Context: an optimization exercise on an open-source flow, tuned for small area and few clock cycles per item. The choices shown serve that exercise and are no tape-out recipe.
RTL that was checked went through simulation tests only; none was proved equivalent to the original.

==> inputs of v11 <==
// Task1B
module Task1B(
  input clk,
  input reset,
  input t0,
  input t1,
  input t2,
  input t3,
  input t4,
  input t5,
  input t6,
  input t7,
  input tsent,
  output reg trecieve,
  output reg tx,
  output reg [7:0] crc );
==> module FIFO, before the edit <==
module FIFO(
  input        clk,
  input        reset,
  input  [7:0] dataIn,
  input        we,           
  input        re,           
  output       wready,       
  output       rready,       
  output [7:0] dataOut );
  reg [2047:0] ring;
  reg [7:0]    wpos;
  reg [7:0]    hpos;
  reg [8:0]    count;
  wire full  = count[8];
  wire empty = (count == 9'd0);
  assign wready = (wpos[3:0] == 4'd0) && !full;
  assign rready = (hpos[4:0] == 5'd0) && !empty;
  wire doWrite = we && wready;
  wire doRead  = re && rready;
  wire [7:0] rport [0:7];
  genvar k;
  generate
    for (k = 0; k < 8; k = k + 1) begin : rp
      assign rport[k] = ring[256*k +: 8];
    end
    for (k = 0; k < 256; k = k + 1) begin : st
      if (k % 16 == 0) begin : wp
        always @(posedge clk)
          ring[8*k +: 8] <= (doWrite && wpos[7:4] == k/16) ? dataIn : ring[8*((k+255)%256) +: 8];
      end else begin : sh
        always @(posedge clk)
          ring[8*k +: 8] <= ring[8*(k-1) +: 8];
      end
    end
  endgenerate
  assign dataOut = rport[hpos[7:5]];
  always @(posedge clk) begin
    if (reset) begin
      wpos  <= 8'd1;
      hpos  <= 8'd0;
      count <= 9'd0;
    end else begin
      wpos  <= wpos + {7'd0, !doWrite};
      hpos  <= hpos + {7'd0, !doRead};
      count <= count + {8'd0, doWrite} - {8'd0, doRead};
    end
  end
endmodule
==> module Task1B, before the edit <==
module Task1B(
  input clk,
  input reset,
  input t0,
  input t1,
  input t2,
  input t3,
  input t4,
  input t5,
  input t6,
  input t7,
  input tsent,
  output reg trecieve,
  output reg tx,
  output reg [7:0] crc );
  wire [7:0] din = {t0, t1, t2, t3, t4, t5, t6, t7};
  wire       wready, rready;
  wire [7:0] fifoOut;
  wire [7:0] crcNext;
  wire accept = tsent && !trecieve && wready;
  always @(posedge clk) begin
    if (reset) begin
      trecieve <= 1'b0;
      crc      <= 8'd0;
    end else begin
      if (accept) begin
        trecieve <= 1'b1;
        crc      <= crcNext;
      end else if (!tsent) begin
        trecieve <= 1'b0;
      end
    end
  end
  CRC8 crc8(.crc_in(crc), .data(din), .crc_out(crcNext));
  reg  [2:0] sub;         
  reg        busy;        
  reg  [3:0] bitn;        
  reg        loaded;      
  reg  [7:0] sh;
  reg        par;
  wire       tick = (sub == 3'd7);
  wire       load = !loaded && (!busy || bitn[3] || (bitn == 4'd7 && tick)) && rready;
  wire       start = tick && loaded && (!busy || bitn == 4'd11);
  always @(posedge clk) begin
    if (reset) begin
      sub    <= 3'd0;
      busy   <= 1'b0;
      bitn   <= 4'd0;
      loaded <= 1'b0;
      tx     <= 1'b1;
    end else begin
      sub <= sub + 3'd1;
      if (load) begin
        sh     <= fifoOut;
        loaded <= 1'b1;
      end
      if (start) begin
        busy   <= 1'b1;
        bitn   <= 4'd0;
        loaded <= 1'b0;
        tx     <= 1'b0;
      end else if (tick && busy) begin
        bitn <= bitn + 4'd1;
        if (bitn == 4'd11) begin
          busy <= 1'b0;
        end else if (bitn[3]) begin
          tx <= (bitn == 4'd8) ? par : 1'b1;
        end else begin
          tx  <= sh[0];
          par <= (bitn == 4'd0 ? 1'b0 : par) ^ sh[0];
          if (!load) sh <= {1'b0, sh[7:1]};
        end
      end
    end
  end
  FIFO fo(
    .clk(clk), .reset(reset),
    .dataIn(din), .we(tsent && !trecieve), .re(load),
    .wready(wready), .rready(rready), .dataOut(fifoOut));
endmodule
Settings: LEC_CHECK=0, CAP_MARGIN=20, CORE_MARGIN=2, CORE_UTILIZATION=70, CTS_BUF_LIST=sky130_fd_sc_hd__clkbuf_8, CTS_CLUSTER_SIZE=40, PLACE_DENSITY=0.8, SLEW_MARGIN=20; clock period 8.0 ns.
run.sh (not shown) runs the stock make flow with config.mk's settings and CLKGATE_MAP_FILE= SYNTH_SCRIPT=/design/flow/synth_recipe.tcl, a recipe that flattens the netlist after the stock synthesis.
==> inputs of v13, as changes to v11 <==
--- a/flow/design.v
+++ b/flow/design.v
@@ -27,10 +27,11 @@
   output [7:0] dataOut );
   reg [2047:0] ring;
-  reg [7:0]    wpos;
+  reg [7:0]    tpos;
   reg [7:0]    hpos;
-  reg [8:0]    count;
-  wire full  = count[8];
-  wire empty = (count == 9'd0);
-  assign wready = (wpos[3:0] == 4'd0) && !full;
+  reg          wlast;
+  wire same  = (tpos == hpos);
+  wire full  = same && wlast;
+  wire empty = same && !wlast;
+  assign wready = (tpos[3:0] == 4'd15) && !full;
   assign rready = (hpos[4:0] == 5'd0) && !empty;
   wire doWrite = we && wready;
@@ -43,7 +44,10 @@
     end
     for (k = 0; k < 256; k = k + 1) begin : st
-      if (k % 16 == 0) begin : wp
+      if (k % 32 == 0) begin : wpe
         always @(posedge clk)
-          ring[8*k +: 8] <= (doWrite && wpos[7:4] == k/16) ? dataIn : ring[8*((k+255)%256) +: 8];
+          ring[8*k +: 8] <= ~((doWrite && tpos[7:4] == (k+255)%256/16) ? ~dataIn : ring[8*((k+255)%256) +: 8]);
+      end else if (k % 16 == 0) begin : wpo
+        always @(posedge clk)
+          ring[8*k +: 8] <= ~((doWrite && tpos[7:4] == (k+255)%256/16) ? dataIn : ring[8*((k+255)%256) +: 8]);
       end else begin : sh
         always @(posedge clk)
@@ -55,11 +59,11 @@
   always @(posedge clk) begin
     if (reset) begin
-      wpos  <= 8'd1;
+      tpos  <= 8'd0;
       hpos  <= 8'd0;
-      count <= 9'd0;
+      wlast <= 1'b0;
     end else begin
-      wpos  <= wpos + {7'd0, !doWrite};
+      tpos  <= tpos + {7'd0, !doWrite};
       hpos  <= hpos + {7'd0, !doRead};
-      count <= count + {8'd0, doWrite} - {8'd0, doRead};
+      if (doWrite != doRead) wlast <= doWrite;
     end
   end
@@ -100,17 +104,15 @@
   CRC8 crc8(.crc_in(crc), .data(din), .crc_out(crcNext));
   reg  [2:0] sub;         
-  reg        busy;        
-  reg  [3:0] bitn;        
+  reg  [3:0] bitn;
   reg        loaded;      
   reg  [7:0] sh;
   reg        par;
   wire       tick = (sub == 3'd7);
-  wire       load = !loaded && (!busy || bitn[3] || (bitn == 4'd7 && tick)) && rready;
-  wire       start = tick && loaded && (!busy || bitn == 4'd11);
+  wire       load = !loaded && (bitn[3] || (bitn == 4'd7 && tick)) && rready;
+  wire       start = tick && loaded && bitn == 4'd11;
   always @(posedge clk) begin
     if (reset) begin
       sub    <= 3'd0;
-      busy   <= 1'b0;
-      bitn   <= 4'd0;
+      bitn   <= 4'd11;
       loaded <= 1'b0;
       tx     <= 1'b1;
@@ -122,18 +124,15 @@
       end
       if (start) begin
-        busy   <= 1'b1;
         bitn   <= 4'd0;
         loaded <= 1'b0;
         tx     <= 1'b0;
-      end else if (tick && busy) begin
+        par    <= 1'b0;
+      end else if (tick && bitn != 4'd11) begin
         bitn <= bitn + 4'd1;
-        if (bitn == 4'd11) begin
-          busy <= 1'b0;
-        end else if (bitn[3]) begin
+        if (bitn[3]) begin
           tx <= (bitn == 4'd8) ? par : 1'b1;
         end else begin
-          tx  <= sh[0];
-          par <= (bitn == 4'd0 ? 1'b0 : par) ^ sh[0];
-          if (!load) sh <= {1'b0, sh[7:1]};
+          tx  <= sh[bitn[2:0]];
+          par <= par ^ sh[bitn[2:0]];
         end
       end
Settings changed: CTS_CLUSTER_DIAMETER from default to 50, CTS_CLUSTER_SIZE 40 to 18, GPL_ROUTABILITY_DRIVEN from default to 0, GPL_TIMING_DRIVEN from default to 0.
==> inputs of v25, as changes to v11 <==
--- a/flow/design.v
+++ b/flow/design.v
@@ -27,10 +27,11 @@
   output [7:0] dataOut );
   reg [2047:0] ring;
-  reg [7:0]    wpos;
+  reg [7:0]    tpos;
   reg [7:0]    hpos;
-  reg [8:0]    count;
-  wire full  = count[8];
-  wire empty = (count == 9'd0);
-  assign wready = (wpos[3:0] == 4'd0) && !full;
+  reg          wlast;
+  wire same  = (tpos == hpos);
+  wire full  = same && wlast;
+  wire empty = same && !wlast;
+  assign wready = (tpos[3:0] == 4'd15) && !full;
   assign rready = (hpos[4:0] == 5'd0) && !empty;
   wire doWrite = we && wready;
@@ -43,7 +44,10 @@
     end
     for (k = 0; k < 256; k = k + 1) begin : st
-      if (k % 16 == 0) begin : wp
+      if (k % 32 == 0) begin : wpe
         always @(posedge clk)
-          ring[8*k +: 8] <= (doWrite && wpos[7:4] == k/16) ? dataIn : ring[8*((k+255)%256) +: 8];
+          ring[8*k +: 8] <= ~((doWrite && tpos[7:4] == (k+255)%256/16) ? ~dataIn : ring[8*((k+255)%256) +: 8]);
+      end else if (k % 16 == 0) begin : wpo
+        always @(posedge clk)
+          ring[8*k +: 8] <= ~((doWrite && tpos[7:4] == (k+255)%256/16) ? dataIn : ring[8*((k+255)%256) +: 8]);
       end else begin : sh
         always @(posedge clk)
@@ -55,11 +59,11 @@
   always @(posedge clk) begin
     if (reset) begin
-      wpos  <= 8'd1;
+      tpos  <= 8'd0;
       hpos  <= 8'd0;
-      count <= 9'd0;
+      wlast <= 1'b0;
     end else begin
-      wpos  <= wpos + {7'd0, !doWrite};
+      tpos  <= tpos + {7'd0, !doWrite};
       hpos  <= hpos + {7'd0, !doRead};
-      count <= count + {8'd0, doWrite} - {8'd0, doRead};
+      if (doWrite != doRead) wlast <= doWrite;
     end
   end
@@ -100,17 +104,15 @@
   CRC8 crc8(.crc_in(crc), .data(din), .crc_out(crcNext));
   reg  [2:0] sub;         
-  reg        busy;        
-  reg  [3:0] bitn;        
+  reg  [3:0] bitn;
   reg        loaded;      
   reg  [7:0] sh;
   reg        par;
   wire       tick = (sub == 3'd7);
-  wire       load = !loaded && (!busy || bitn[3] || (bitn == 4'd7 && tick)) && rready;
-  wire       start = tick && loaded && (!busy || bitn == 4'd11);
+  wire       load = !loaded && (bitn[3] || (bitn == 4'd7 && tick)) && rready;
+  wire       start = tick && loaded && bitn == 4'd11;
   always @(posedge clk) begin
     if (reset) begin
       sub    <= 3'd0;
-      busy   <= 1'b0;
-      bitn   <= 4'd0;
+      bitn   <= 4'd11;
       loaded <= 1'b0;
       tx     <= 1'b1;
@@ -122,18 +124,15 @@
       end
       if (start) begin
-        busy   <= 1'b1;
         bitn   <= 4'd0;
         loaded <= 1'b0;
         tx     <= 1'b0;
-      end else if (tick && busy) begin
+        par    <= 1'b0;
+      end else if (tick && bitn != 4'd11) begin
         bitn <= bitn + 4'd1;
-        if (bitn == 4'd11) begin
-          busy <= 1'b0;
-        end else if (bitn[3]) begin
+        if (bitn[3]) begin
           tx <= (bitn == 4'd8) ? par : 1'b1;
         end else begin
-          tx  <= sh[0];
-          par <= (bitn == 4'd0 ? 1'b0 : par) ^ sh[0];
-          if (!load) sh <= {1'b0, sh[7:1]};
+          tx  <= sh[bitn[2:0]];
+          par <= par ^ sh[bitn[2:0]];
         end
       end
Settings changed: CTS_CLUSTER_DIAMETER from default to 50, CTS_CLUSTER_SIZE 40 to 18.
==> metrics.yaml <==
clk_latency_ps: 780
run_status: "finished clean"
crit_end: "fo.ring[1159]"
dp_hpwl_um: 45000
grt_pass1_wl_um: 103000
That was v25.
==> metrics.yaml <==
run_status: "finished clean"
grt_pass1_wl_um: 104000
clk_latency_ps: 790
dieWidth_um: 259
dp_hpwl_um: 43700
cp_slowest_cell: "nor4b_1"
That was v13.
==> metrics.yaml <==
grt_pass1_wl_um: 125000
run_status: "finished clean"
clk_latency_ps: 890
dp_hpwl_um: 40100
That was v11.
Testbench counts of v13, summed over its fixed seeds: cycles 460,976, bytes 4,800.
Testbench counts of v25, summed over its fixed seeds: cycles 460,976, bytes 4,800.
No functional check of the RTL was part of v11.

==> afterwards: timing with drivers on the ports <==
No port has a modelled driver above. Below, the same layouts with a new extraction and two added sets of constraints. Step 1, drivers: a clkbuf_16 drives clk and a buf_2 each remaining input, both assumed. Step 2 moves the port delays by t, midway between the first and last clock arrival at a register: inputs arrive t later, outputs are due t later. That takes back most of the time a late clock gives input paths. Slacks: ideal / step 1 / step 2; pairs: ideal / step 1.
run | t (ns) | slack for setup (ns) | latest minus earliest clock arrival (ns) | worst register clock-pin slew, ns
v11 | 0.934 | 3.320 / 3.320 / 2.654 | 0.088 / 0.088 | 0.10 / 0.10
v13 | 0.833 | 3.825 / 3.858 / 3.026 | 0.034 / 0.033 | 0.11 / 0.11
v25 | 0.831 | 4.490 / 4.494 / 3.689 | 0.050 / 0.050 | 0.11 / 0.11
After both steps setup and hold are still met in every run listed. For v25, which loses most, drivers alone change the setup slack by +0.004 ns; drivers and shift together by -0.801 ns.
